Context: an optimization exercise on an open-source flow, tuned for small area. The choices shown serve that exercise and are no tape-out recipe.
Function was checked by simulation only, so behaviour that the tests miss may differ from the original.

==> design/flow/config.mk <==
export PLATFORM = sky130hd
export DESIGN_NAME = disp
export DESIGN_NICKNAME = disp
export VERILOG_FILES = /design/flow/design.v
export SDC_FILE = /design/flow/constraint.sdc
export NUM_CORES = 4
export LEC_CHECK = 0
export ABC_AREA = 0
export CAP_MARGIN = 20
export CORE_MARGIN = 2
export CORE_UTILIZATION = 40
export CTS_BUF_LIST = sky130_fd_sc_hd__clkbuf_4
export SLEW_MARGIN = 20
export SYNTH_HIERARCHICAL = 1
export SYNTH_MINIMUM_KEEP_SIZE = 0
==> design/flow/constraint.sdc <==
create_clock -name core_clock -period 250.0 [get_ports {clk}]
set_input_delay 50.0000 -clock core_clock [delete_from_list [all_inputs] [get_ports {clk}]]
set_output_delay 50.0000 -clock core_clock [all_outputs]
set_load 0.01 [all_outputs]
==> design/flow/design.v <==
module clk_divider(
    input clk,
    input rst,
    output reg [1:0] sel,
    output [3:0] digit_sel
    );
    localparam [9:0] POL = 10'h2aa;
    localparam [9:0] W = 10'h1f8;
    localparam [9:0] R = 10'h0e7;
    reg [9:0] p;
    wire [9:0] l = p ^ POL;
    wire wrap = (l == W);
    wire [9:0] ln = {l[8:0], l[9] ^ l[2]} ^ {6'b000000, wrap, 3'b000};
    always @(posedge clk) begin
        if (rst) begin
            p <= R ^ POL;
            sel <= 2'd0;
        end else begin
            p <= ln ^ POL;
            if (wrap) sel <= {sel[0], ~sel[1]};
        end
    end
    assign digit_sel = {sel == 2'b10, sel == 2'b11, sel == 2'b01, sel == 2'b00};
endmodule
module seg_decoder(input [3:0] digit_sel, input [2:0] gu, input bu, input [2:0] gt, input bt,
                   input [2:0] gh, input bh, input [3:0] th, output [7:0] seg);
  wire [3:0] tc, x;
  tconv u_tc(.t(th), .c(tc));
  omux m0(.e(digit_sel), .a(bu), .b(bt), .c(bh), .d(tc[0]), .x(x[0]));
  omux m1(.e(digit_sel), .a(gu[0]), .b(gt[0]), .c(gh[0]), .d(tc[1]), .x(x[1]));
  omux m2(.e(digit_sel), .a(gu[1]), .b(gt[1]), .c(gh[1]), .d(tc[2]), .x(x[2]));
  omux m3(.e(digit_sel), .a(gu[2]), .b(gt[2]), .c(gh[2]), .d(tc[3]), .x(x[3]));
  sdec u_dec(.x(x), .seg(seg[6:0]));
  assign seg[7] = 1'b0;
endmodule
module omux(input [3:0] e, input a, input b, input c, input d, output x);
  assign x = (e[0] & a) | (e[1] & b) | (e[2] & c) | (e[3] & d);
endmodule
module tconv(input [3:0] t, output [3:0] c);
  wire n1;
  wire n2;
  wire n3;
  assign n1 = ~t[3];
  assign n2 = ~(t[1] | t[2]);
  assign c[0] = (n1 | n2) & t[0];
  assign c[1] = ~((t[1] & t[2]) | t[3]);
  assign n3 = ~t[1];
  assign c[2] = ~(n3 & n1 & t[2]);
  assign c[3] = ~(t[3] | n3);
endmodule
module sdec(input [3:0] x, output [6:0] seg);
  wire n1;
  wire n2;
  wire n3;
  wire n4;
  wire n5;
  wire n6;
  wire n7;
  wire n8;
  wire n9;
  wire n10;
  wire n11;
  assign n1 = ~(x[1] | x[3]);
  assign n2 = ~x[1];
  assign n3 = ~x[3];
  assign n4 = ~(n2 | n3);
  assign n5 = ~(n1 | n4);
  assign n6 = ~((x[0] | x[1]) & x[2]);
  assign n7 = ~n6;
  assign seg[0] = ~(n5 & n7);
  assign n8 = ~x[0];
  assign n9 = ~x[2];
  assign n10 = ~(n8 | n2 | n9);
  assign seg[1] = ~((x[0] & x[3]) | n4 | n10);
  assign seg[2] = ~(x[0] | n9);
  assign n11 = ~((x[0] & x[1]) | x[2]);
  assign seg[3] = ~((n5 & x[0] & x[2]) | n11);
  assign seg[4] = ~(n4 & n8);
  assign seg[5] = ~((x[0] | x[3]) & n6);
  assign seg[6] = ~((n11 | n10) & n3);
endmodule
module disp(
        input [31:0] val,
        input clk,
        input rst,
        output [3:0] digit_sel,
        output [7:0] seg
  );
  wire [1:0] s;
  wire [6:0] sm;
  wire [2:0] gu, gt, gh;
  wire bt, bh;
  wire [3:0] th;
  clk_divider refresh(.clk(clk), .rst(rst), .sel(s), .digit_sel(digit_sel));
  sumtree u_sum(.y(val[31:7]), .S(sm));
  dabble u_dab(.S(sm), .v(val[6:1]), .gu(gu), .gt(gt), .bt(bt), .gh(gh), .bh(bh), .th(th));
  seg_decoder p1(.digit_sel(digit_sel), .gu(gu), .bu(val[0]), .gt(gt), .bt(bt), .gh(gh), .bh(bh), .th(th), .seg(seg));
endmodule
module sumtree(input [24:0] y, output [6:0] S);
  wire t1, t2;
  fadd at1(.a(y[0]), .b(y[7]), .c(y[14]), .s(t1), .co(t2));
  wire t3, t4;
  fadd at3(.a(y[1]), .b(y[7]), .c(y[8]), .s(t3), .co(t4));
  wire t5, t6;
  fadd at5(.a(y[15]), .b(t2), .c(t3), .s(t5), .co(t6));
  wire t7, t8;
  fadd at7(.a(y[2]), .b(y[8]), .c(y[9]), .s(t7), .co(t8));
  wire t9, t10;
  fadd at9(.a(y[16]), .b(t4), .c(t6), .s(t9), .co(t10));
  wire t11, t12;
  fadd at11(.a(y[3]), .b(y[9]), .c(y[10]), .s(t11), .co(t12));
  wire t13, t14;
  fadd at13(.a(y[14]), .b(y[17]), .c(t8), .s(t13), .co(t14));
  wire t15, t16;
  fadd at15(.a(t10), .b(t11), .c(t13), .s(t15), .co(t16));
  wire t17, t18;
  fadd at17(.a(y[4]), .b(y[10]), .c(y[11]), .s(t17), .co(t18));
  wire t19, t20;
  fadd at19(.a(y[15]), .b(y[18]), .c(t12), .s(t19), .co(t20));
  wire t21, t22;
  fadd at21(.a(t14), .b(t16), .c(t17), .s(t21), .co(t22));
  wire t23, t24;
  fadd at23(.a(y[5]), .b(y[11]), .c(y[12]), .s(t23), .co(t24));
  wire t25, t26;
  fadd at25(.a(y[16]), .b(y[19]), .c(y[23]), .s(t25), .co(t26));
  wire t27, t28;
  fadd at27(.a(t18), .b(t20), .c(t22), .s(t27), .co(t28));
  wire t29, t30;
  fadd at29(.a(t23), .b(t25), .c(t27), .s(t29), .co(t30));
  wire t31, t32;
  fadd at31(.a(y[6]), .b(y[12]), .c(y[13]), .s(t31), .co(t32));
  wire t33, t34;
  fadd at33(.a(y[17]), .b(y[20]), .c(y[23]), .s(t33), .co(t34));
  wire t35, t36;
  fadd at35(.a(y[24]), .b(t24), .c(t26), .s(t35), .co(t36));
  wire t37, t38;
  fadd at37(.a(t28), .b(t30), .c(t31), .s(t37), .co(t38));
  wire t39, t40;
  fadd at39(.a(t33), .b(t35), .c(t37), .s(t39), .co(t40));
  wire t41, t42;
  fadd at41(.a(y[13]), .b(y[18]), .c(y[21]), .s(t41), .co(t42));
  wire t43, t44;
  fadd at43(.a(y[24]), .b(t32), .c(t34), .s(t43), .co(t44));
  wire t45, t46;
  fadd at45(.a(t36), .b(t38), .c(t40), .s(t45), .co(t46));
  wire t47, t48;
  fadd at47(.a(t41), .b(t43), .c(t45), .s(t47), .co(t48));
  wire t49, t50;
  fadd at49(.a(y[19]), .b(y[22]), .c(t42), .s(t49), .co(t50));
  wire t51, t52;
  fadd at51(.a(t44), .b(t46), .c(t48), .s(t51), .co(t52));
  wire t53, t54;
  fadd at53(.a(y[20]), .b(y[23]), .c(t50), .s(t53), .co(t54));
  wire t55, t56;
  fadd at55(.a(y[21]), .b(y[24]), .c(t54), .s(t55), .co(t56));
  wire t57, t58;
  fadd at57(.a(t5), .b(t47), .c(t49), .s(t57), .co(t58));
  wire t59, t60;
  fadd at59(.a(t7), .b(t9), .c(t49), .s(t59), .co(t60));
  wire t61, t62;
  fadd at61(.a(t51), .b(t52), .c(t53), .s(t61), .co(t62));
  wire t63, t64;
  fadd at63(.a(t58), .b(t59), .c(t61), .s(t63), .co(t64));
  wire t65, t66;
  fadd at65(.a(t15), .b(t52), .c(t53), .s(t65), .co(t66));
  wire t67, t68;
  fadd at67(.a(t55), .b(t60), .c(t62), .s(t67), .co(t68));
  wire t69, t70;
  fadd at69(.a(t64), .b(t65), .c(t67), .s(t69), .co(t70));
  wire t71, t72;
  fadd at71(.a(t19), .b(t21), .c(t55), .s(t71), .co(t72));
  wire t73, t74;
  fadd at73(.a(y[22]), .b(t56), .c(t66), .s(t73), .co(t74));
  wire t75, t76;
  fadd at75(.a(t68), .b(t70), .c(t71), .s(t75), .co(t76));
  wire t77, t78;
  fadd at77(.a(t29), .b(y[22]), .c(t56), .s(t77), .co(t78));
  wire t79, t80;
  fadd at79(.a(t72), .b(t74), .c(t76), .s(t79), .co(t80));
  wire t81, t82;
  fadd at81(.a(t39), .b(t78), .c(t80), .s(t81), .co(t82));
  wire t83, t84;
  fadd at83(.a(t1), .b(t47), .c(t82), .s(t83), .co(t84));
  wire t85, t86;
  fadd at85(.a(t51), .b(t57), .c(t82), .s(t85), .co(t86));
  wire t87, t88;
  hadd at87(.a(t84), .b(t85), .s(t87), .co(t88));
  wire t89, t90;
  fadd at89(.a(t63), .b(t86), .c(t88), .s(t89), .co(t90));
  wire t91, t92;
  hadd at91(.a(t69), .b(t90), .s(t91), .co(t92));
  wire t93, t94;
  fadd at93(.a(t73), .b(t75), .c(t92), .s(t93), .co(t94));
  wire t95, t96;
  fadd at95(.a(t77), .b(t79), .c(t94), .s(t95), .co(t96));
  wire t97, t98;
  hadd at97(.a(t81), .b(t96), .s(t97), .co(t98));
  wire t99, t100;
  hadd at99(.a(t83), .b(t98), .s(t99), .co(t100));
  wire t101, t102;
  fadd at101(.a(t87), .b(t98), .c(t100), .s(t101), .co(t102));
  wire t103, t104;
  hadd at103(.a(t89), .b(t102), .s(t103), .co(t104));
  wire t105, t106;
  hadd at105(.a(t91), .b(t104), .s(t105), .co(t106));
  wire t107, t108;
  hadd at107(.a(t93), .b(t106), .s(t107), .co(t108));
  wire t109, t110;
  hadd at109(.a(t95), .b(t108), .s(t109), .co(t110));
  wire t111, t112;
  hadd at111(.a(t97), .b(t110), .s(t111), .co(t112));
  assign S = {t111, t109, t107, t105, t103, t101, t99};
endmodule
module dabble(input [6:0] S, input [6:1] v, output [2:0] gu, output [2:0] gt, output bt, output [2:0] gh, output bh, output [3:0] th);
  wire d1;
  assign d1 = ~(S[5] & S[6]);
  wire d2;
  wire d2_1;
  assign d2_1 = ~(S[5] & S[6]);
  assign d2 = ~(d2_1 & S[6]);
  wire d3;
  wire d3_1;
  assign d3_1 = ~(S[4] | d2);
  assign d3 = ~((d1 & d2) | d3_1);
  wire d4;
  wire d4_1;
  assign d4_1 = ~(S[4] | d2);
  assign d4 = ~((S[4] & d1 & S[5]) | d4_1);
  wire d5;
  wire d5_1;
  assign d5_1 = ~(S[4] & d1 & d2);
  assign d5 = ~((S[4] | d1) & S[5] & d5_1);
  wire d6;
  wire d6_1;
  assign d6_1 = ~(S[4] & d1 & d2);
  assign d6 = ~((S[4] | d1) & d6_1);
  wire d7;
  wire [2:0] d8;
  dstep u8(.b(S[3]), .g({d6, d5, d4}), .q(d7), .gn(d8));
  wire d9;
  wire [2:0] d10;
  dstep u10(.b(S[2]), .g({d8[2], d8[1], d8[0]}), .q(d9), .gn(d10));
  wire d11;
  wire [2:0] d12;
  dstep u12(.b(S[1]), .g({d10[2], d10[1], d10[0]}), .q(d11), .gn(d12));
  wire d13;
  wire [2:0] d14;
  dstep u14(.b(S[0]), .g({d12[2], d12[1], d12[0]}), .q(d13), .gn(d14));
  wire d15;
  wire [2:0] d16;
  dstep u16(.b(v[6]), .g({d14[2], d14[1], d14[0]}), .q(d15), .gn(d16));
  wire d17;
  wire [2:0] d18;
  dstep u18(.b(v[5]), .g({d16[2], d16[1], d16[0]}), .q(d17), .gn(d18));
  wire d19;
  wire [2:0] d20;
  dstep u20(.b(v[4]), .g({d18[2], d18[1], d18[0]}), .q(d19), .gn(d20));
  wire d21;
  wire [2:0] d22;
  dstep u22(.b(v[3]), .g({d20[2], d20[1], d20[0]}), .q(d21), .gn(d22));
  wire d23;
  wire [2:0] d24;
  dstep u24(.b(v[2]), .g({d22[2], d22[1], d22[0]}), .q(d23), .gn(d24));
  wire d25;
  wire [2:0] d26;
  dstep u26(.b(v[1]), .g({d24[2], d24[1], d24[0]}), .q(d25), .gn(d26));
  wire d27;
  assign d27 = ~(d7 & d3);
  wire d28;
  wire d28_1;
  assign d28_1 = ~(d7 & d3);
  assign d28 = ~(d28_1 & d3);
  wire d29;
  wire d29_1;
  assign d29_1 = ~(d9 | d28);
  assign d29 = ~((d27 & d28) | d29_1);
  wire d30;
  wire d30_1;
  assign d30_1 = ~(d9 | d28);
  assign d30 = ~((d9 & d27 & d7) | d30_1);
  wire d31;
  wire d31_1;
  assign d31_1 = ~(d9 & d27 & d28);
  assign d31 = ~((d9 | d27) & d7 & d31_1);
  wire d32;
  wire d32_1;
  assign d32_1 = ~(d9 & d27 & d28);
  assign d32 = ~((d9 | d27) & d32_1);
  wire d33;
  wire [2:0] d34;
  dstep u34(.b(d11), .g({d32, d31, d30}), .q(d33), .gn(d34));
  wire d35;
  wire [2:0] d36;
  dstep u36(.b(d13), .g({d34[2], d34[1], d34[0]}), .q(d35), .gn(d36));
  wire d37;
  wire [2:0] d38;
  dstep u38(.b(d15), .g({d36[2], d36[1], d36[0]}), .q(d37), .gn(d38));
  wire d39;
  wire [2:0] d40;
  dstep u40(.b(d17), .g({d38[2], d38[1], d38[0]}), .q(d39), .gn(d40));
  wire d41;
  wire [2:0] d42;
  dstep u42(.b(d19), .g({d40[2], d40[1], d40[0]}), .q(d41), .gn(d42));
  wire d43;
  wire [2:0] d44;
  dstep u44(.b(d21), .g({d42[2], d42[1], d42[0]}), .q(d43), .gn(d44));
  wire d45;
  wire [2:0] d46;
  dstep u46(.b(d23), .g({d44[2], d44[1], d44[0]}), .q(d45), .gn(d46));
  wire d47;
  assign d47 = ~(d33 & d29);
  wire d48;
  wire d48_1;
  assign d48_1 = ~(d33 & d29);
  assign d48 = ~(d48_1 & d29);
  wire d49;
  wire d49_1;
  assign d49_1 = ~(d35 | d48);
  assign d49 = ~((d47 & d48) | d49_1);
  wire d50;
  wire d50_1;
  assign d50_1 = ~(d35 | d48);
  assign d50 = ~((d35 & d47 & d33) | d50_1);
  wire d51;
  wire d51_1;
  assign d51_1 = ~(d35 & d47 & d48);
  assign d51 = ~((d35 | d47) & d33 & d51_1);
  wire d52;
  wire d52_1;
  assign d52_1 = ~(d35 & d47 & d48);
  assign d52 = ~((d35 | d47) & d52_1);
  wire d53;
  wire [2:0] d54;
  dstep u54(.b(d37), .g({d52, d51, d50}), .q(d53), .gn(d54));
  wire d55;
  wire [2:0] d56;
  dstep u56(.b(d39), .g({d54[2], d54[1], d54[0]}), .q(d55), .gn(d56));
  wire d57;
  wire [2:0] d58;
  dstep u58(.b(d41), .g({d56[2], d56[1], d56[0]}), .q(d57), .gn(d58));
  wire d59;
  wire [2:0] d60;
  dstep u60(.b(d43), .g({d58[2], d58[1], d58[0]}), .q(d59), .gn(d60));
  assign gu = {d26[2], d26[1], d26[0]};
  assign gt = {d46[2], d46[1], d46[0]};
  assign gh = {d60[2], d60[1], d60[0]};
  assign bt = d25;
  assign bh = d45;
  assign th = {d53, d55, d57, d59};
endmodule
module dstep(input b, input [2:0] g, output q, output [2:0] gn);
  wire n1;
  wire n2;
  wire n3;
  assign n1 = ~(b | g[1]);
  assign q = ~((g[0] & g[1]) | n1);
  assign n2 = ~((b | g[1]) & (g[0] | g[2]));
  assign gn[0] = ~((b & g[0] & g[2]) | n2);
  assign n3 = ~(b & g[0] & g[1]);
  assign gn[1] = ~((b | g[0]) & g[2] & n3);
  assign gn[2] = ~((b | g[0]) & n3);
endmodule
module fadd(input a, input b, input c, output s, output co);
  assign s = a ^ b ^ c;
  assign co = (a & (b | c)) | (b & c);
endmodule
module hadd(input a, input b, output s, output co);
  assign s = a ^ b;
  assign co = a & b;
endmodule
==> design/flow/flow/run.sh <==
#!/bin/bash
# Layout flow: the standard flow (standard.sh) with two changes:
# - synthesis maps the logic with the area-oriented ABC script flow/abc_map.script in place
#   of ORFS's delay-oriented abc_speed.script (registers are mapped as in the standard
#   synthesis);
# - every input and output port is buffered with sky130_fd_sc_hd__buf_1 instead of the
#   default buffer cell that buffer_ports picks.
# Each step's output goes to synth.log and layout.log here, and ORFS's own logs to orfs/logs.
set -euo pipefail
W=$(pwd)
rm -rf "$W/scripts_area"
cp -r "$FLOW_HOME/scripts" "$W/scripts_area"
cp "$W/flow/abc_map.script" "$W/scripts_area/abc_speed.script"
bash standard.sh SCRIPTS_DIR="$W/scripts_area" synth > "$W/synth.log" 2>&1
bash standard.sh BUFFER_PORTS_ARGS="-buffer_cell sky130_fd_sc_hd__buf_1" > "$W/layout.log" 2>&1
==> design/flow/flow/abc_map.script <==
strash
&get -n
&dch -f
&nf -a -R 1000
&put
topo
==> design/flow/standard.sh <==
#!/bin/bash
# synth_recipe.tcl (not shown) runs the flow's synth.tcl, then flattens the netlist and writes it again
# the make line also repeats each setting of config.mk as NAME=value (left out here)
make -C /OpenROAD-flow-scripts/flow DESIGN_CONFIG=/design/flow/config.mk WORK_HOME=/design/flow/orfs CLKGATE_MAP_FILE= SYNTH_SCRIPT=/design/flow/synth_recipe.tcl "${@:-finish}"
==> results.py, run 1 <==
metrics = {
    "floorplan": {
        "chipWidth_um": 85.1,
        "start_util": 0.415,
        "ioPinCount": 46,
        "rows": 29,
        "die_y_um": 85.1,
        "core-area_mm2": 0.00635,
        "dieArea_mm2": 0.00725,
    },
    "route": {
        "drt-initial-drc-count": 128,
        "drcViolationCount": 0,
        "ant_nets": 0,
        "firstDrtPassIters": 4,
        "vias": 2323,
        "drt-vias-per-instance": 5.58,
        "wl_per_cell_um": 11.8,
        "wl_mm": 4.91,
    },
    "sta": {
        "hold_viol_final": 0,
        "setup_viol_count_final": 0,
        "setup-tns-final_ns": 0,
        "fin_crit_sh": 0.475,
        "hold_ws_ns": 0.389,
        "min_period_ns": 118.78,
        "clock_skew_ns": 0.000917,
        "maxSlewViolCount": 0,
        "clock.fmax_ghz": 0.00842,
        "rsz0062_at_grt": "false",
    },
    "yosys": {
        "synth_area_leaders": "fa_1, dfxtp_1, o211ai_1",
        "syn_area_mm2": 0.00263,
        "synth_warnings": 7,
        "synth_top_cell_by_area": "fa_1",
        "synth_top_area_frac": 0.357,
        "ys_ff_latch": 12,
        "syn_inst": 303,
        "ys_types": 27,
        "ys_seq_area_frac": 0.0912,
        "syn_avg_cell_area_um2": 8.69,
        "syn_nets": 395,
    },
    "setup_path": {
        "reg2reg_slack_ns": 248.76,
        "max_stage_delay_ns": 0.53,
        "r2r_cells": 4,
        "cp-start-kind": "primary input",
        "critPathKind": "primary input to output pin",
        "crit_start": "val[14]",
        "end_kind": "output pin",
        "crit_arrival_ns": 68.78,
        "crit_top_cell": "fa_1",
        "required_ns": 200.00,
        "r2r-end": "refresh.sel[0]$_SDFFE_PP0N_",
        "crit_path_top_delay_cell": "fa_1",
        "r2r_start": "refresh.p[0]$_SDFF_PP1_",
        "crit_fanout": 6,
    },
    "cells_and_area": {
        "drive_above_1_share": 0.00885,
        "diodes": 0,
        "area_growth_pct": 7.51,
        "layout_common_cells": "fa_1, buf_1, nor2_1, o21ai_0, a21oi_1",
        "final_common_cell": "fa_1",
        "nets": 432,
    },
    "worst_hold_path": {
        "hold_path_startpoint": "refresh.p[1]$_SDFF_PP0_",
        "min_path_type": "flip-flop to flip-flop",
        "whs_path_depth": 1,
        "hold-path-endpoint": "refresh.p[2]$_SDFF_PP1_",
    },
    "run_status": {
        "outcome": "timing/DRC/antenna clean",
    },
    "cts": {
        "cts_buffers": 3,
        "clockRootBuffer": "clkbuf_4",
        "cts_sinks": 12,
        "cts_hold_buffers": 0,
        "cts_tree": "done",
        "htree_levels": 1,
        "postCtsSetupBuffers": 0,
        "cts_resized": 0,
        "clkTransAtPathRegs_ns": 0.07,
        "ctsLongestPathBuffers": 2,
        "clk_latency_ns": 0.27,
    },
    "placement": {
        "gp_congestion": 0.790,
        "port_buffers": 44,
        "dpl.hpwl_mm": 4.44,
    },
    "global_routing": {
        "grt_overflow_total": 0,
        "grt_first_pass_wirelength_mm": 8.78,
        "grt_pass1_vias": 2084,
        "grt_max_degree": 13,
        "grtUsageTotal": 0.143,
        "antenna_found_initial": 0,
    },
    "run": {
        "cap_violations": 0,
    },
}
==> modules after synthesis (local to each module, per instance), excerpt <==
module,times used,cells inside
hadd,9,1
seg_decoder,1,2
dstep,21,7
omux,4,3
sumtree,1,7
tconv,1,6
clk_divider,1,36
sdec,1,12
fadd,47,1
dabble,1,25
==> kinds of logic (layout without fill, tap and decap cells) <==
group                      Yosys count  in the layout  synth area share
AOI/OAI and AO/OA                  130            130             0.300
other                                1              1           0.00142
adders and majority gates           58             58             0.409
buffers and inverters               13             49            0.0356
DFF                                 12             12            0.0912
and+or+nand+nor                     88             88             0.158
muxes                                1              1           0.00380
==> per-stage QoR <==
stage	setup slack [ns]	instances	cell area, um2	utilization
after floorplan	132.79	303	2630	-
after global placement	131.54	412	2810	0.442
after detailed placement	131.20	412	2810	0.442
after CTS	131.20	416	2830	0.446
after global routing	129.80	416	2830	0.446
final	131.22	416	2830	0.446
==> cell usage after synthesis, drive strengths merged <==
cell    instances
fa             47
nor4bb          1
nor3            2
dfxtp          12
o22ai          21
nand3          21
nor4b           1
ha             11
a21oi          26
nand4           1
o211ai         23
a21o            1
nand2b          7
a31oi          25
nor2           32
mux2i           1
a211oi          1
a222oi          4
buf            12
and2            3
or2             1
nor2b           5
conb            1
o21ai          29
clkinv          1
nor3b           1
nand2          13
==> sequential cells by signal, indices dropped and copies added (netlist names) <==
register / count
refresh.p: 10
refresh.sel: 2
==> layout make-up <==
type / count / area, um2
fill: 636 / 3520
multi-input combinational: 278 / 2300
sequential: 12 / 240
timing repair buffer: 44 / 165
tap: 77 / 96.3
clock buffer: 3 / 22.5
clock inverter: 1 / 3.75
inverter: 1 / 3.75
==> worst max-delay path, delay by kind of cell <==
kind | cells | cell delay, ns
and+or+nand+nor | 4 | 0.72
buffers and inverters | 2 | 0.27
AOI/OAI and AO/OA | 21 | 5.74
adders and majority gates | 33 | 12.01
==> per-layer routing <==
metal  track usage  wire length [um]
met1         0.206              2480
met2         0.238              2280
met3        0.0126               104
met4        0.0274                46
met5             0                 0
==> worst max-delay path by stage <==
| stage | depth (start not counted) | slack (ns) | endpoint |
|---|---|---|---|
| finish | 60 | 131.22 | seg[6] |
| global route | 60 | 129.80 | seg[6] |
| CTS | 60 | 131.20 | seg[6] |
| detailed placement | 60 | 131.20 | seg[6] |
| global placement | 60 | 131.54 | seg[6] |
| floorplan | 59 | 132.79 | seg[1] |
==> inputs of run 2 (changes only) <==
--- a/design/flow/design.v
+++ b/design/flow/design.v
@@ -209,5 +209,3 @@
   hadd at109(.a(t95), .b(t108), .s(t109), .co(t110));
-  wire t111, t112;
-  hadd at111(.a(t97), .b(t110), .s(t111), .co(t112));
-  assign S = {t111, t109, t107, t105, t103, t101, t99};
+  assign S = {t97, t109, t107, t105, t103, t101, t99};
 endmodule
==> run 2 against run 1 <==
Against the previous run:
- flip-flop and latch count unchanged
- maximum frequency increased by 0.36%
- still clean
- global-route usage decreased by 0.67 points
- register-to-register slack about the same
- synthesized area decreased by 0.48%
- final area decreased by 0.44%
- non-clock buffer count unchanged
- sequential share of layout area about the same
- die area decreased by 0.46%
- worst hold slack got worse by 0.0025 ns
- highest routed layer is now met3
==> results.py, run 2 <==
metrics = {
    "global_routing": {
        "grt_first_pass_wirelength_mm": 8.49,
        "grtUsageTotal": 0.137,
        "grt_max_degree": 13,
        "grt_overflow_total": 0,
        "antenna_found_initial": 0,
        "grt_pass1_vias": 2102,
    },
    "route": {
        "drt-initial-drc-count": 112,
        "wl_per_cell_um": 11.6,
        "drt-vias-per-instance": 5.58,
        "drcViolationCount": 0,
        "firstDrtPassIters": 4,
        "ant_nets": 0,
        "wl_mm": 4.82,
        "vias": 2316,
    },
    "placement": {
        "place_area_mm2": 0.00279,
        "dp_cells": 411,
        "port_buffers": 44,
        "gp_congestion": 0.782,
        "dpl.hpwl_mm": 4.29,
    },
    "cts": {
        "clockRootBuffer": "clkbuf_4",
        "clk_latency_ns": 0.27,
        "cts_resized": 0,
        "cts_tree": "done",
        "cts_hold_buffers": 0,
        "postCtsSetupBuffers": 0,
        "cts_buffers": 3,
        "cts_sinks": 12,
        "ctsLongestPathBuffers": 2,
        "clkTransAtPathRegs_ns": 0.07,
        "htree_levels": 1,
    },
    "setup_path": {
        "reg2reg_slack_ns": 248.75,
        "r2r_cells": 4,
        "crit_start": "val[14]",
        "required_ns": 200.00,
        "crit_fanout": 6,
        "r2r-end": "refresh.sel[1]$_SDFFE_PP0N_",
        "crit_top_cell": "fa_1",
        "timing.critical_path.buf_inv": 2,
        "cp-start-kind": "primary input",
        "crit_arrival_ns": 68.36,
        "crit_path_top_delay_cell": "fa_1",
        "r2r_start": "refresh.p[0]$_SDFF_PP1_",
        "cp_top_family": "adder cells",
        "end_kind": "output pin",
        "max_stage_delay_ns": 0.52,
        "critPathKind": "primary input to output pin",
    },
    "cells_and_area": {
        "nFillCells": 641,
        "utilization": 0.444,
        "top_register": "refresh.p",
        "drive_above_1_share": 0.00888,
        "finalNonFillerCells": 415,
        "largest_reg_flops": 10,
        "diodes": 0,
        "final_area_mm2": 0.00282,
        "nets": 430,
        "layout_common_cells": "fa_1, buf_1, nor2_1, o21ai_0, a21oi_1",
        "top_regs": "refresh.p x10, refresh.sel x2",
        "area_growth_pct": 7.54,
        "final_common_cell": "fa_1",
    },
    "floorplan": {
        "ioPinCount": 46,
        "core-area_mm2": 0.00635,
        "chipWidth_um": 85.0,
        "rows": 29,
        "start_util": 0.413,
        "dieArea_mm2": 0.00722,
        "die_y_um": 85.0,
    },
    "yosys": {
        "synth_ff_type": "dfxtp_1",
        "synth_top_cell_by_area": "fa_1",
        "synth_top_area_frac": 0.359,
        "ys_top_cells_by_count": "fa_1, nor2_1, o21ai_0",
        "synth_area_leaders": "fa_1, dfxtp_1, o211ai_1",
        "syn_nets": 393,
        "syn_avg_cell_area_um2": 8.68,
        "ys_types": 27,
        "syn_inst": 302,
        "yosysMostFrequentCell": "fa_1",
        "synth_warnings": 7,
        "ys_seq_area_frac": 0.0916,
        "ys_ff_latch": 12,
        "syn_area_mm2": 0.00262,
        "synth_edf_count": 0,
        "async_flop_share": 0,
    },
    "run": {
        "cap_violations": 0,
    },
    "sta": {
        "setup-tns-final_ns": 0,
        "fin_crit_sh": 0.473,
        "setup_viol_count_final": 0,
        "rsz0062_at_grt": "false",
        "maxSlewViolCount": 0,
        "clock.fmax_ghz": 0.00845,
        "min_period_ns": 118.36,
        "clock_skew_ns": 0.00409,
        "hold_viol_final": 0,
    },
    "worst_hold_path": {
        "hold_path_startpoint": "refresh.p[1]$_SDFF_PP0_",
        "hold-path-endpoint": "refresh.p[2]$_SDFF_PP1_",
        "whs_path_depth": 1,
        "min_path_type": "flip-flop to flip-flop",
    },
    "run_status": {
        "outcome": "timing/DRC/antenna clean",
    },
}
==> run 2: changes by cell type in the layout (fill, tap and decap cells not counted), sizes merged <==
cell	before	now
ha	11	10
==> run 2: area by class of cell <==
cell class | count | area [um2] | area share
inverter | 1 | 3.75 | 0.00133
tap | 77 | 96.3 | 0.0342
clock inverter | 1 | 3.75 | 0.00133
timing repair buffer | 44 | 165 | 0.0586
sequential | 12 | 240 | 0.0852
multi-input combinational | 277 | 2290 | 0.811
clock buffer | 3 | 22.5 | 0.00799
==> run 2: modules after synthesis, one instance, submodules excluded, excerpt <==
module | times used | cell area, um2 | cells
sumtree | 1 | 52.6 | 7
sdec | 1 | 85.1 | 12
tconv | 1 | 30.0 | 6
seg_decoder | 1 | 11.3 | 2
fadd | 47 | 20.0 | 1
clk_divider | 1 | 373 | 36
dstep | 21 | 38.8 | 7
omux | 4 | 17.5 | 3
dabble | 1 | 144 | 25
hadd | 8 | 12.5 | 1
==> run 2: kinds of logic (layout without fill, tap and decap cells) <==
logic type,count (synthesis),after routing,synth area share
AOI/OAI and AO/OA,130,130,0.302
and+or+nand+nor,88,88,0.159
adders and majority gates,57,57,0.407
buffers and inverters,13,49,0.0358
DFF,12,12,0.0916
other,1,1,0.00143
muxes,1,1,0.00382
==> run 2: per-stage QoR <==
step | hold slack [ns] | worst slack (ns)
2_1_floorplan | 0.365 | 133.05
3_3_place_gp | 0.376 | 132.04
3_5_place_dp | 0.380 | 131.59
4_1_cts | 0.391 | 131.61
5_1_grt | 0.407 | 130.15
6_report | 0.387 | 131.64
==> run 2: worst max path at each step <==
stage / end / slack [ns] / depth (start not counted)
floorplan: seg[1] / 133.05 / 59
global placement: seg[6] / 132.04 / 60
detailed placement: seg[6] / 131.59 / 60
CTS: seg[6] / 131.61 / 60
global route: seg[6] / 130.15 / 60
finish: seg[6] / 131.64 / 60
==> run 2: metal layers <==
layer	up-vias	global-route usage	wire, um
met1	1059	0.197	2400
met5	-	0	0
met4	0	0.0173	0
li1	1234	-	-
met2	23	0.234	2320
met3	0	0.00681	94
==> run 2: worst reg2reg max path, delay by kind of cell (launching register included) <==
kind | cells | cell delay, ns
DFF | 1 | 0.31
and+or+nand+nor | 3 | 0.62
muxes | 1 | 0.20
==> inputs of run 3 (changes only) <==
--- a/design/flow/design.v
+++ b/design/flow/design.v
@@ -209,3 +209,5 @@
   hadd at109(.a(t95), .b(t108), .s(t109), .co(t110));
-  assign S = {t97, t109, t107, t105, t103, t101, t99};
+  wire t111, t112;
+  hadd at111(.a(t97), .b(t110), .s(t111), .co(t112));
+  assign S = {t111, t109, t107, t105, t103, t101, t99};
 endmodule
==> design/flow/run.sh (new file) <==
#!/bin/bash
# synth_recipe.tcl (not shown) runs the flow's synth.tcl, then flattens the netlist and writes it again
# the make line also repeats each setting of config.mk as NAME=value (left out here)
make -C /OpenROAD-flow-scripts/flow DESIGN_CONFIG=/design/flow/config.mk WORK_HOME=/design/flow/orfs CLKGATE_MAP_FILE= SYNTH_SCRIPT=/design/flow/synth_recipe.tcl finish
removed: design/flow/flow/run.sh
removed: design/flow/flow/abc_map.script
removed: design/flow/standard.sh
==> run 3 against run 2 <==
Against the previous run:
- via count increased by 0.43%
- critical path depth increased by 1
- routed wire length increased by 8.9%
- critical endpoint unchanged
==> results.py, run 3 <==
metrics = {
    "setup_path": {
        "max_stage_delay_ns": 0.53,
        "end_kind": "output pin",
        "crit_path_top_delay_cell": "clkdlybuf4s50_1",
        "critPathKind": "primary input to output pin",
        "required_ns": 200.00,
        "cp-start-kind": "primary input",
        "crit_arrival_ns": 69.17,
        "crit_top_cell": "fa_1",
        "crit_fanout": 6,
    },
    "sta": {
        "setup_viol_count_final": 0,
        "clock_skew_ns": 0.000276,
        "clock.fmax_ghz": 0.00839,
        "maxSlewViolCount": 0,
        "fin_crit_sh": 0.477,
        "hold_viol_final": 0,
        "setup-tns-final_ns": 0,
        "min_period_ns": 119.17,
        "rsz0062_at_grt": "false",
    },
    "floorplan": {
        "ioPinCount": 46,
        "start_util": 0.414,
        "rows": 30,
        "die_y_um": 88.1,
        "dieArea_mm2": 0.00776,
        "chipWidth_um": 88.1,
        "core-area_mm2": 0.00683,
    },
    "yosys": {
        "syn_inst": 306,
        "synth_top_cell_by_area": "fa_1",
        "ys_types": 36,
        "ys_ff_latch": 12,
        "ys_seq_area_frac": 0.0850,
        "syn_avg_cell_area_um2": 9.24,
        "synthSimpleGateAreaFrac": 0.140,
        "synth_edf_count": 0,
        "syn_area_mm2": 0.00283,
        "synth_warnings": 7,
        "ys_top_cells_by_count": "fa_1, o21ai_0, mux2i_1",
        "synth_compound_area_frac": 0.242,
        "yosysMostFrequentCell": "fa_1",
        "syn_nets": 398,
        "synth-xor-area-share": 0.00310,
        "synth_top_area_frac": 0.333,
        "synth_fa_ha_area_frac": 0.381,
        "synth_top_family_by_area": "adder cells",
        "async_flop_share": 0,
        "synth_mux_area_frac": 0.0850,
        "synth_area_leaders": "fa_1, dfxtp_1, mux2i_1",
        "synth_ff_type": "dfxtp_1",
    },
    "placement": {
        "gp_congestion": 0.817,
        "dpl.hpwl_mm": 4.58,
        "port_buffers": 44,
    },
    "cts": {
        "clk_latency_ns": 0.27,
        "cts_hold_buffers": 0,
        "clkTransAtPathRegs_ns": 0.07,
        "htree_levels": 1,
        "cts_resized": 0,
        "postCtsSetupBuffers": 0,
        "cts_tree": "done",
        "clockRootBuffer": "clkbuf_4",
        "ctsLongestPathBuffers": 2,
        "cts_sinks": 12,
        "cts_buffers": 3,
    },
    "global_routing": {
        "antenna_found_initial": 0,
        "grt_overflow_total": 0,
        "grt_pass1_vias": 2160,
        "grtUsageTotal": 0.139,
        "grt_first_pass_wirelength_mm": 8.91,
        "grt_max_degree": 14,
    },
    "route": {
        "wl_per_cell_um": 12.0,
        "drt-vias-per-instance": 5.32,
        "ant_nets": 0,
        "vias": 2326,
        "wl_mm": 5.25,
        "drcViolationCount": 0,
        "firstDrtPassIters": 5,
        "drt-initial-drc-count": 53,
    },
    "cells_and_area": {
        "drive_above_1_share": 0.0440,
        "diodes": 0,
        "final_common_cell": "fa_1",
        "top_regs": "refresh.p x10, refresh.sel x2",
        "nets": 434,
        "utilization": 0.486,
        "top_register": "refresh.p",
        "largest_reg_flops": 10,
        "layout_common_cells": "fa_1, clkdlybuf4s50_1, o21ai_0, mux2i_1",
        "area_growth_pct": 17.4,
    },
    "worst_hold_path": {
        "min_path_type": "flip-flop to flip-flop",
    },
    "run_status": {
        "outcome": "timing/DRC/antenna clean",
    },
    "run": {
        "cap_violations": 0,
    },
}
## run 3: cell types whose count changed after synthesis, moves of 2 or more
cell,delta
a21oi_1,-22
a222oi_1,-4
a22oi_1,+8
a31oi_1,-3
and2_0,-3
and2_1,+2
and2b_2,+2
inv_1,+22
mux2i_1,+23
nand2_1,-5
nor2_1,-21
nor2b_1,-3
o21ai_0,-4
or2_2,+4
## run 3: layout make-up
class | count | area, um2
repair buffers | 44 | 440
flip-flops and latches | 12 | 240
inverters | 22 | 82.6
well taps | 96 | 120
clock inverters | 1 | 3.75
clock buffers | 3 | 22.5
multi-input cells | 259 | 2410
fillers | 671 | 3510
## run 3: Yosys stat by module, one instance, submodules excluded, excerpt
module	area, um2	cells inside
dstep	43.8	7
seg_decoder	11.3	2
tconv	32.5	6
dabble	171	28
fadd	20.0	1
clk_divider	422	36
sdec	90.1	12
omux	18.8	3
## run 3: path summary, 6_finish.rpt
check                                from                          end  slack [ns]  cells after the start
setup reg to reg  refresh.p[9]$_SDFF_PP1_  refresh.sel[1]$_SDFFE_PP0N_      248.88                      3
hold / removal    refresh.p[3]$_SDFF_PP1_      refresh.p[4]$_SDFF_PP0_        0.40                      1
hold reg to reg   refresh.p[3]$_SDFF_PP1_      refresh.p[4]$_SDFF_PP0_        0.40                      1
setup / recovery                  val[14]                       seg[6]      130.83                     61
## run 3: metrics by stage
| step | area (um2) | cells | setup slack, ns | hold WS [ns] |
|---|---|---|---|---|
| 2_1_floorplan | 2830 | 306 | 133.02 | 0.370 |
| 3_3_place_gp | 3290 | 433 | 131.14 | 0.386 |
| 3_5_place_dp | 3290 | 433 | 130.78 | 0.381 |
| 4_1_cts | 3320 | 437 | 130.74 | 0.404 |
| 5_1_grt | 3320 | 437 | 129.42 | 0.429 |
| 6_report | 3320 | 437 | 130.83 | 0.405 |
## run 3: logic make-up (layout without fill, tap and decap cells)
kind of cell,Yosys count,after routing
adders and majority gates,58,58
muxes,24,24
AOI/OAI and AO/OA,107,107
xor gates and xnor gates,1,1
buffers and inverters,35,70
DFF,12,12
other,1,1
and+or+nand+nor,68,68
## run 3: critical path: cells and delay by family
kind            cells  cell delay, ns
fa+ha+maj          33           12.01
compound gates     20            4.91
buf+inv             2            1.01
simple gates        5            0.92
mux                 1            0.28
## run 3: layer usage
layer,share of wire,vias up,track usage
met5,0,-,0
met4,0.0021,0,0.0165
met3,0.023,2,0.0132
met2,0.48,26,0.249
met1,0.49,1081,0.189
li1,-,1217,-
==> inputs of run 4 (changes only) <==
--- a/design/flow/design.v
+++ b/design/flow/design.v
@@ -40,11 +40,7 @@
   wire n1;
-  wire n2;
-  wire n3;
-  assign n1 = ~t[3];
-  assign n2 = ~(t[1] | t[2]);
-  assign c[0] = (n1 | n2) & t[0];
+  assign n1 = ~((t[1] | t[2]) & t[3]);
+  assign c[0] = t[0] & n1;
   assign c[1] = ~((t[1] & t[2]) | t[3]);
-  assign n3 = ~t[1];
-  assign c[2] = ~(n3 & n1 & t[2]);
-  assign c[3] = ~(t[3] | n3);
+  assign c[2] = t[1] | t[3] | ~t[2];
+  assign c[3] = ~(t[3] | ~t[1]);
 endmodule
@@ -59,23 +55,17 @@
   wire n8;
-  wire n9;
-  wire n10;
-  wire n11;
-  assign n1 = ~(x[1] | x[3]);
-  assign n2 = ~x[1];
-  assign n3 = ~x[3];
-  assign n4 = ~(n2 | n3);
-  assign n5 = ~(n1 | n4);
-  assign n6 = ~((x[0] | x[1]) & x[2]);
-  assign n7 = ~n6;
-  assign seg[0] = ~(n5 & n7);
-  assign n8 = ~x[0];
-  assign n9 = ~x[2];
-  assign n10 = ~(n8 | n2 | n9);
-  assign seg[1] = ~((x[0] & x[3]) | n4 | n10);
-  assign seg[2] = ~(x[0] | n9);
-  assign n11 = ~((x[0] & x[1]) | x[2]);
-  assign seg[3] = ~((n5 & x[0] & x[2]) | n11);
-  assign seg[4] = ~(n4 & n8);
-  assign seg[5] = ~((x[0] | x[3]) & n6);
-  assign seg[6] = ~((n11 | n10) & n3);
+  assign n1 = ~(x[1] & x[2]);
+  assign n2 = ~(x[3] | n1);
+  assign seg[0] = ~((x[0] & x[3] & n1) | n2);
+  assign n3 = ~(x[1] | x[3]);
+  assign n4 = ~(x[0] & x[2]);
+  assign n5 = ~(n3 | n4);
+  assign seg[1] = ~((x[1] & x[3]) | n5);
+  assign n6 = ~x[2];
+  assign seg[2] = ~(x[0] | n6);
+  assign n7 = ~(x[1] & x[3]);
+  assign n8 = ~((x[0] & x[1]) | x[2]);
+  assign seg[3] = ~((n7 & n5) | n8);
+  assign seg[4] = ~(x[1] & x[3] & n4);
+  assign seg[5] = ~((x[0] | x[3]) & n1 & n4);
+  assign seg[6] = ~((n6 & x[3]) | (n2 & x[0]) | n8);
 endmodule
@@ -209,5 +199,3 @@
   hadd at109(.a(t95), .b(t108), .s(t109), .co(t110));
-  wire t111, t112;
-  hadd at111(.a(t97), .b(t110), .s(t111), .co(t112));
-  assign S = {t111, t109, t107, t105, t103, t101, t99};
+  assign S = {t97, t109, t107, t105, t103, t101, t99};
 endmodule
@@ -215,23 +203,19 @@
   wire d1;
-  assign d1 = ~(S[5] & S[6]);
   wire d2;
-  wire d2_1;
-  assign d2_1 = ~(S[5] & S[6]);
-  assign d2 = ~(d2_1 & S[6]);
+  assign d1 = ~(S[5] & S[6]);
+  assign d2 = ~(~S[5] & S[6]);
   wire d3;
-  wire d3_1;
-  assign d3_1 = ~(S[4] | d2);
-  assign d3 = ~((d1 & d2) | d3_1);
   wire d4;
-  wire d4_1;
-  assign d4_1 = ~(S[4] | d2);
-  assign d4 = ~((S[4] & d1 & S[5]) | d4_1);
   wire d5;
-  wire d5_1;
-  assign d5_1 = ~(S[4] & d1 & d2);
-  assign d5 = ~((S[4] | d1) & S[5] & d5_1);
   wire d6;
-  wire d6_1;
-  assign d6_1 = ~(S[4] & d1 & d2);
-  assign d6 = ~((S[4] | d1) & d6_1);
+  wire d3_1;
+  wire d3_2;
+  wire d3_3;
+  assign d3_1 = ~(S[4] | S[5]);
+  assign d3 = ~((d1 & d2) | d3_1);
+  assign d3_2 = ~(S[4] | d2);
+  assign d4 = ~((S[4] & d1 & S[5]) | d3_2);
+  assign d3_3 = ~(S[4] & d1 & d2);
+  assign d6 = ~((S[4] | d1) & d3_3);
+  assign d5 = ~(~d6 & S[5]);
   wire d7;
@@ -267,23 +251,19 @@
   wire d27;
-  assign d27 = ~(d7 & d3);
   wire d28;
-  wire d28_1;
-  assign d28_1 = ~(d7 & d3);
-  assign d28 = ~(d28_1 & d3);
+  assign d27 = ~(d7 & d3);
+  assign d28 = ~(~d7 & d3);
   wire d29;
-  wire d29_1;
-  assign d29_1 = ~(d9 | d28);
-  assign d29 = ~((d27 & d28) | d29_1);
   wire d30;
-  wire d30_1;
-  assign d30_1 = ~(d9 | d28);
-  assign d30 = ~((d9 & d27 & d7) | d30_1);
   wire d31;
-  wire d31_1;
-  assign d31_1 = ~(d9 & d27 & d28);
-  assign d31 = ~((d9 | d27) & d7 & d31_1);
   wire d32;
-  wire d32_1;
-  assign d32_1 = ~(d9 & d27 & d28);
-  assign d32 = ~((d9 | d27) & d32_1);
+  wire d29_1;
+  wire d29_2;
+  wire d29_3;
+  assign d29_1 = ~(d9 | d7);
+  assign d29 = ~((d27 & d28) | d29_1);
+  assign d29_2 = ~(d9 | d28);
+  assign d30 = ~((d9 & d27 & d7) | d29_2);
+  assign d29_3 = ~(d9 & d27 & d28);
+  assign d32 = ~((d9 | d27) & d29_3);
+  assign d31 = ~(~d32 & d7);
   wire d33;
@@ -310,23 +290,19 @@
   wire d47;
-  assign d47 = ~(d33 & d29);
   wire d48;
-  wire d48_1;
-  assign d48_1 = ~(d33 & d29);
-  assign d48 = ~(d48_1 & d29);
+  assign d47 = ~(d33 & d29);
+  assign d48 = ~(~d33 & d29);
   wire d49;
-  wire d49_1;
-  assign d49_1 = ~(d35 | d48);
-  assign d49 = ~((d47 & d48) | d49_1);
   wire d50;
-  wire d50_1;
-  assign d50_1 = ~(d35 | d48);
-  assign d50 = ~((d35 & d47 & d33) | d50_1);
   wire d51;
-  wire d51_1;
-  assign d51_1 = ~(d35 & d47 & d48);
-  assign d51 = ~((d35 | d47) & d33 & d51_1);
   wire d52;
-  wire d52_1;
-  assign d52_1 = ~(d35 & d47 & d48);
-  assign d52 = ~((d35 | d47) & d52_1);
+  wire d49_1;
+  wire d49_2;
+  wire d49_3;
+  assign d49_1 = ~(d35 | d33);
+  assign d49 = ~((d47 & d48) | d49_1);
+  assign d49_2 = ~(d35 | d48);
+  assign d50 = ~((d35 & d47 & d33) | d49_2);
+  assign d49_3 = ~(d35 & d47 & d48);
+  assign d52 = ~((d35 | d47) & d49_3);
+  assign d51 = ~(~d52 & d33);
   wire d53;
@@ -356,7 +332,7 @@
   assign q = ~((g[0] & g[1]) | n1);
-  assign n2 = ~((b | g[1]) & (g[0] | g[2]));
+  assign n2 = ~((b | g[1]) & (g[2] | g[0]));
   assign gn[0] = ~((b & g[0] & g[2]) | n2);
   assign n3 = ~(b & g[0] & g[1]);
-  assign gn[1] = ~((b | g[0]) & g[2] & n3);
   assign gn[2] = ~((b | g[0]) & n3);
+  assign gn[1] = ~(~gn[2] & g[2]);
 endmodule
==> design/flow/flow/run.sh (new file) <==
#!/bin/bash
# Layout flow: the standard flow (standard.sh) with two changes:
# - synthesis maps the logic with the area-oriented ABC script flow/abc_map.script in place
#   of ORFS's delay-oriented abc_speed.script (registers are mapped as in the standard
#   synthesis);
# - every input and output port is buffered with sky130_fd_sc_hd__buf_1 instead of the
#   default buffer cell that buffer_ports picks.
# Each step's output goes to synth.log and layout.log here, and ORFS's own logs to orfs/logs.
set -euo pipefail
W=$(pwd)
rm -rf "$W/scripts_area"
cp -r "$FLOW_HOME/scripts" "$W/scripts_area"
cp "$W/flow/abc_map.script" "$W/scripts_area/abc_speed.script"
bash standard.sh SCRIPTS_DIR="$W/scripts_area" synth > "$W/synth.log" 2>&1
bash standard.sh BUFFER_PORTS_ARGS="-buffer_cell sky130_fd_sc_hd__buf_1" CTS_ARGS="-buf_list sky130_fd_sc_hd__clkbuf_4 -root_buf sky130_fd_sc_hd__clkbuf_4 -sink_clustering_enable -sink_clustering_size 16 -sink_clustering_max_diameter 500 -repair_clock_nets" > "$W/layout.log" 2>&1
==> design/flow/flow/abc_map.script (new file) <==
strash
&get -n
&dch -f
&nf -a -R 1000
&put
strash
&get -n
&dch -f
&nf -a -R 1000
&put
topo
==> design/flow/standard.sh (new file) <==
#!/bin/bash
# synth_recipe.tcl (not shown) runs the flow's synth.tcl, then flattens the netlist and writes it again
# the make line also repeats each setting of config.mk as NAME=value (left out here)
make -C /OpenROAD-flow-scripts/flow DESIGN_CONFIG=/design/flow/config.mk WORK_HOME=/design/flow/orfs CLKGATE_MAP_FILE= SYNTH_SCRIPT=/design/flow/synth_recipe.tcl "${@:-finish}"
removed: design/flow/run.sh
==> run 4 against run 3 <==
Against the previous run:
- first-iteration DRC count up 110%
- global-route usage fell by 0.25 points
- synthesized cell count is 0.65% higher
- highest routed layer unchanged
- setup slack improved by 0.85 ns
==> results.py, run 4 <==
metrics = {
    "yosys": {
        "syn_area_mm2": 0.00257,
        "synth_ff_type": "dfxtp_1",
        "syn_inst": 308,
        "ys_seq_area_frac": 0.0934,
        "ys_top_cells_by_count": "fa_1, nor2_1, a21oi_1",
        "async_flop_share": 0,
        "syn_avg_cell_area_um2": 8.35,
        "ys_ff_latch": 12,
        "yosysMostFrequentCell": "fa_1",
        "synth_area_leaders": "fa_1, dfxtp_1, nand2b_1",
        "synth_warnings": 7,
        "syn_nets": 397,
        "synth_top_area_frac": 0.366,
        "ys_types": 26,
        "synth_edf_count": 0,
        "synth_top_cell_by_area": "fa_1",
    },
    "cells_and_area": {
        "layout_common_cells": "fa_1, buf_1, nor2_1, a21oi_1",
        "top_regs": "refresh.p x10, refresh.sel x2",
        "largest_reg_flops": 10,
        "finalNonFillerCells": 420,
        "nets": 434,
        "top_register": "refresh.p",
        "final_common_cell": "fa_1",
        "area_growth_pct": 7.54,
        "diodes": 0,
        "drive_above_1_share": 0.00875,
        "final_area_mm2": 0.00277,
    },
    "sta": {
        "fin_crit_sh": 0.473,
        "clock_skew_ns": 0.000730,
        "rsz0062_at_grt": "false",
        "min_period_ns": 118.32,
        "setup_viol_count_final": 0,
        "hold_viol_final": 0,
        "setup-tns-final_ns": 0,
        "maxSlewViolCount": 0,
        "clock.fmax_ghz": 0.00845,
    },
    "global_routing": {
        "grt_overflow_total": 0,
        "grtUsageTotal": 0.137,
        "grt_first_pass_wirelength_mm": 8.30,
        "antenna_found_initial": 0,
        "grt_pass1_vias": 2039,
        "grt_max_degree": 13,
    },
    "setup_path": {
        "max_stage_delay_ns": 0.51,
        "r2r_cells": 5,
        "critPathKind": "primary input to output pin",
        "cp-start-kind": "primary input",
        "reg2reg_slack_ns": 248.72,
        "required_ns": 200.00,
        "crit_top_cell": "fa_1",
        "crit_arrival_ns": 68.32,
        "r2r_start": "refresh.p[0]$_SDFF_PP1_",
        "crit_fanout": 5,
        "end_kind": "output pin",
        "crit_path_top_delay_cell": "fa_1",
        "r2r-end": "refresh.sel[0]$_SDFFE_PP0N_",
    },
    "cts": {
        "clk_latency_ns": 0.25,
        "cts_hold_buffers": 0,
        "clkTransAtPathRegs_ns": 0.07,
        "cts_tree": "done",
        "clockRootBuffer": "clkbuf_4",
        "postCtsSetupBuffers": 0,
        "cts_buffers": 3,
        "cts_resized": 0,
        "cts_sinks": 12,
        "htree_levels": 1,
        "ctsLongestPathBuffers": 2,
    },
    "placement": {
        "dp_cells": 417,
        "place_area_mm2": 0.00274,
        "port_buffers": 44,
        "gp_congestion": 0.778,
        "dpl.hpwl_mm": 4.31,
    },
    "floorplan": {
        "ioPinCount": 46,
        "rows": 29,
        "chipWidth_um": 84.2,
        "core-area_mm2": 0.00628,
        "start_util": 0.410,
        "die_y_um": 84.2,
        "dieArea_mm2": 0.00709,
    },
    "route": {
        "ant_nets": 0,
        "drt-initial-drc-count": 113,
        "firstDrtPassIters": 4,
        "wl_mm": 4.86,
        "drt-vias-per-instance": 5.39,
        "vias": 2264,
        "wl_per_cell_um": 11.6,
        "drcViolationCount": 0,
    },
    "worst_hold_path": {
        "whs_path_depth": 1,
        "hold_path_startpoint": "refresh.p[8]$_SDFF_PP0_",
        "hold-path-endpoint": "refresh.p[9]$_SDFF_PP1_",
        "min_path_type": "flip-flop to flip-flop",
    },
    "run_status": {
        "outcome": "timing/DRC/antenna clean",
    },
    "run": {
        "cap_violations": 0,
    },
}
[run 4: area by class of cell]
class	instances	area, um2
fillers	644	3510
multi-input cells	281	2230
flip-flops and latches	12	240
repair buffers	44	165
well taps	77	96.3
clock buffers	3	22.5
inverters	3	11.3
[run 4: worst max-delay path, delay by kind of cell]
family                     cells  cell delay [ns]
buffers and inverters          2             0.34
adders and majority gates     31            11.63
AOI/OAI and AO/OA             15             2.78
and+or+nand+nor               21             3.54
[run 4: metal layers]
metal	track usage	wire, um	up-vias	share of wire
met4	0.0191	21	0	0.0043
li1	-	-	1196	-
met2	0.245	2260	29	0.46
met3	0.00295	90	2	0.019
met5	0	0	-	0
met1	0.190	2490	1037	0.51
[run 4: worst max-delay path by stage]
stage,start,endpoint,slack (ns),cells past startpoint
after floorplan,val[8],seg[6],133.09,70
after global placement,val[14],seg[6],131.97,69
after detailed placement,val[14],seg[6],131.73,69
after CTS,val[14],seg[6],131.68,69
after global routing,val[15],seg[6],130.31,69
final,val[14],seg[6],131.68,69
[run 4: kinds of logic (layout without fill, tap and decap cells)]
kind of cell	after synthesis	count (layout)	synth area share
AND/OR/NAND/NOR	116	116	0.214
AO/OA/AOI/OAI	109	109	0.247
flip-flops	12	12	0.0934
adder cells (fa/ha/maj)	55	55	0.405
buffers and inverters	15	50	0.0394
other	1	1	0.00146
[run 4: metrics by stage]
step / hold WS (ns) / setup WS, ns / utilization
6_report: 0.392 / 131.68 / 0.441
4_1_cts: 0.394 / 131.68 / 0.441
5_1_grt: 0.413 / 130.31 / 0.441
2_1_floorplan: 0.366 / 133.09 / -
3_5_place_dp: 0.378 / 131.73 / 0.437
3_3_place_gp: 0.375 / 131.97 / 0.437
[run 4: modules after synthesis, one instance, submodules excluded, excerpt]
| module | flops+latches | area [um2] | copies in the design | cells |
|---|---|---|---|---|
| hadd | 0 | 12.5 | 8 | 1 |
| tconv | 0 | 30.0 | 1 | 6 |
| dabble | 0 | 131 | 1 | 25 |
| dstep | 0 | 37.5 | 21 | 7 |
| sumtree | 0 | 52.6 | 1 | 7 |
| fadd | 0 | 20.0 | 47 | 1 |
==> inputs of run 5 (changes only) <==
--- a/design/flow/flow/run.sh
+++ b/design/flow/flow/run.sh
@@ -14,2 +14,2 @@
 bash standard.sh SCRIPTS_DIR="$W/scripts_area" synth > "$W/synth.log" 2>&1
-bash standard.sh BUFFER_PORTS_ARGS="-buffer_cell sky130_fd_sc_hd__buf_1" CTS_ARGS="-buf_list sky130_fd_sc_hd__clkbuf_4 -root_buf sky130_fd_sc_hd__clkbuf_4 -sink_clustering_enable -sink_clustering_size 16 -sink_clustering_max_diameter 500 -repair_clock_nets" > "$W/layout.log" 2>&1
+bash standard.sh BUFFER_PORTS_ARGS="-buffer_cell sky130_fd_sc_hd__buf_1" > "$W/layout.log" 2>&1
==> run 5 against run 4 <==
Against the previous run:
- die area is the same
- count of clock-buffer cells in the layout is the same
- routed wire length is the same
- global-route usage is the same
- utilization is the same
- clock skew is the same
- maximum frequency is the same
- non-clock buffer count is the same
- highest routed layer unchanged
- final area is the same
- still clean
- final cell count is the same
- synthesized area is the same
==> results.py, run 5 <==
metrics = {
    "global_routing": {
        "grt_max_degree": 13,
        "grt_first_pass_wirelength_mm": 8.30,
        "grtUsageTotal": 0.137,
        "grt_overflow_total": 0,
        "antenna_found_initial": 0,
        "grt_pass1_vias": 2039,
    },
    "cts": {
        "cts_buffers": 3,
        "cts_hold_buffers": 0,
        "ctsLongestPathBuffers": 2,
        "cts_resized": 0,
        "postCtsSetupBuffers": 0,
        "cts_tree": "done",
        "clk_latency_ns": 0.25,
        "clkTransAtPathRegs_ns": 0.07,
        "cts_sinks": 12,
        "htree_levels": 1,
        "clockRootBuffer": "clkbuf_4",
    },
    "setup_path": {
        "crit_arrival_ns": 68.32,
        "cp_top_family": "adder cells",
        "critPathKind": "primary input to output pin",
        "crit_path_end": "seg[6]",
        "crit_start": "val[14]",
        "crit_cells": 69,
        "end_kind": "output pin",
        "cp-start-kind": "primary input",
        "crit_path_top_delay_cell": "fa_1",
        "max_stage_delay_ns": 0.51,
        "r2r-end": "refresh.sel[0]$_SDFFE_PP0N_",
        "r2r_start": "refresh.p[0]$_SDFF_PP1_",
        "reg2reg_slack_ns": 248.72,
        "timing.critical_path.buf_inv": 2,
        "crit_fanout": 5,
        "crit_top_cell": "fa_1",
        "required_ns": 200.00,
        "r2r_cells": 5,
    },
    "yosys": {
        "synth_warnings": 7,
        "synth_edf_count": 0,
        "ys_top_cells_by_count": "fa_1, nor2_1, a21oi_1",
        "syn_area_mm2": 0.00257,
        "syn_nets": 397,
        "yosysMostFrequentCell": "fa_1",
        "syn_inst": 308,
        "synth_area_leaders": "fa_1, dfxtp_1, nand2b_1",
        "syn_avg_cell_area_um2": 8.35,
        "ys_types": 26,
        "synth_top_cell_by_area": "fa_1",
        "synth_top_area_frac": 0.366,
        "ys_seq_area_frac": 0.0934,
        "ys_ff_latch": 12,
        "async_flop_share": 0,
        "synth_ff_type": "dfxtp_1",
    },
    "cells_and_area": {
        "utilization": 0.441,
        "top_regs": "refresh.p x10, refresh.sel x2",
        "nFillCells": 644,
        "largest_reg_flops": 10,
        "top_register": "refresh.p",
        "diodes": 0,
        "multi_input_area_mm2": 0.00223,
        "layout_common_cells": "fa_1, buf_1, nor2_1, a21oi_1",
        "regArea_um2": 240,
        "area_growth_pct": 7.54,
        "final_area_mm2": 0.00277,
        "drive_above_1_share": 0.00875,
        "nets": 434,
        "final_common_cell": "fa_1",
    },
    "floorplan": {
        "ioPinCount": 46,
        "core-area_mm2": 0.00628,
        "rows": 29,
        "chipWidth_um": 84.2,
        "dieArea_mm2": 0.00709,
        "die_y_um": 84.2,
        "start_util": 0.410,
    },
    "sta": {
        "fin_crit_sh": 0.473,
        "setup_viol_count_final": 0,
        "rsz0062_at_grt": "false",
        "hold_viol_final": 0,
        "maxSlewViolCount": 0,
        "setup-tns-final_ns": 0,
        "min_period_ns": 118.32,
        "clock_skew_ns": 0.000730,
        "clock.fmax_ghz": 0.00845,
    },
    "placement": {
        "dpl.hpwl_mm": 4.31,
        "place_area_mm2": 0.00274,
        "port_buffers": 44,
        "gp_congestion": 0.778,
    },
    "route": {
        "wl_mm": 4.86,
        "drt-initial-drc-count": 113,
        "ant_nets": 0,
        "firstDrtPassIters": 4,
        "drt-vias-per-instance": 5.39,
        "drcViolationCount": 0,
        "vias": 2264,
        "wl_per_cell_um": 11.6,
    },
    "run_status": {
        "outcome": "timing/DRC/antenna clean",
    },
    "worst_hold_path": {
        "min_path_type": "flip-flop to flip-flop",
    },
    "run": {
        "cap_violations": 0,
    },
}
-- run 5: logic make-up (layout without fill, tap and decap cells) --
| logic type | after synthesis | count (layout) | share of synthesized area |
|---|---|---|---|
| simple gates | 116 | 116 | 0.214 |
| compound gates | 109 | 109 | 0.247 |
| fa+ha+maj | 55 | 55 | 0.405 |
| buf+inv | 15 | 50 | 0.0394 |
| flops | 12 | 12 | 0.0934 |
| other cells | 1 | 1 | 0.00146 |
-- run 5: Yosys stat by module, one instance, submodules excluded, a selection --
| module | times used | flops+latches | cells | cell area [um2] |
|---|---|---|---|---|
| sumtree | 1 | 0 | 7 | 52.6 |
| seg_decoder | 1 | 0 | 2 | 11.3 |
| tconv | 1 | 0 | 6 | 30.0 |
| sdec | 1 | 0 | 16 | 76.3 |
| dabble | 1 | 0 | 25 | 131 |
| hadd | 8 | 0 | 1 | 12.5 |
| dstep | 21 | 0 | 7 | 37.5 |
| omux | 4 | 0 | 3 | 17.5 |
| fadd | 47 | 0 | 1 | 20.0 |
-- run 5: cell type report --
| type | instances | area share |
|---|---|---|
| Tap cell | 77 | 0.0348 |
| Sequential cell | 12 | 0.0869 |
| Clock buffer | 3 | 0.00814 |
| Multi-Input combinational cell | 281 | 0.806 |
| Inverter | 3 | 0.00407 |
| Timing Repair Buffer | 44 | 0.0597 |
-- run 5: worst min-delay path by stage --
| stage | startpoint | cells past startpoint | slack (ns) | to |
|---|---|---|---|---|
| after global placement | refresh.p[8]$_SDFF_PP0_ | 1 | 0.38 | refresh.p[9]$_SDFF_PP1_ |
| after CTS | refresh.p[8]$_SDFF_PP0_ | 1 | 0.39 | refresh.p[9]$_SDFF_PP1_ |
| after floorplan | refresh.p[8]$_SDFF_PP0_ | 1 | 0.37 | refresh.p[9]$_SDFF_PP1_ |
| after detailed placement | refresh.p[8]$_SDFF_PP0_ | 1 | 0.38 | refresh.p[9]$_SDFF_PP1_ |
| after global routing | refresh.p[1]$_SDFF_PP0_ | 1 | 0.41 | refresh.p[2]$_SDFF_PP1_ |
| final | refresh.p[8]$_SDFF_PP0_ | 1 | 0.39 | refresh.p[9]$_SDFF_PP1_ |
-- run 5: per-stage QoR --
step           setup WS (ns)  hold slack [ns]  instances
3_3_place_gp          131.97            0.375        417
4_1_cts               131.68            0.394        420
2_1_floorplan         133.09            0.366        308
6_report              131.68            0.392        420
5_1_grt               130.31            0.413        420
3_5_place_dp          131.73            0.378        417
-- run 5: metal layers --
| layer | share of wire | vias to the layer above | track usage |
|---|---|---|---|
| met5 | 0 | - | 0 |
| met4 | 0.0043 | 0 | 0.0191 |
| met3 | 0.019 | 2 | 0.00295 |
| met2 | 0.46 | 29 | 0.245 |
| met1 | 0.51 | 1037 | 0.190 |
| li1 | - | 1196 | - |

## re-timing with driven ports
The results above use ideal ports. As a check the final layouts listed here were re-extracted and re-timed, cells and wires unchanged. Step 1, drivers: a clkbuf_16 drives clk and a buf_2 each remaining input, both assumed. Step 2 moves the port delays by t, midway between the first and last clock arrival at a register: inputs arrive t later, outputs are due t later. That takes back most of the time a late clock gives input paths. Slacks: no drivers / after step 1 / after step 2; pairs: no drivers / after step 1.
| run | t (ns) | slack for setup (ns) | latest minus earliest clock arrival (ns) | slew at the worst register clock pin (ns) | worst data-port slew with drivers (ns) |
|---|---|---|---|---|---|
| run 1 | 0.284 | 131.219 / 131.198 / 131.198 | 0.001 / 0.001 | 0.07 / 0.07 | 0.03 |
| run 2 | 0.279 | 131.640 / 131.619 / 131.619 | 0.004 / 0.005 | 0.07 / 0.07 | 0.03 |
| run 3 | 0.283 | 130.827 / 130.803 / 130.803 | 0.000 / 0.000 | 0.07 / 0.07 | 0.04 |
| run 4 | 0.271 | 131.678 / 131.652 / 131.652 | 0.001 / 0.000 | 0.07 / 0.07 | 0.04 |
| run 5 | 0.271 | 131.678 / 131.652 / 131.652 | 0.001 / 0.000 | 0.07 / 0.07 | 0.04 |
After both steps every run listed still meets setup and hold.
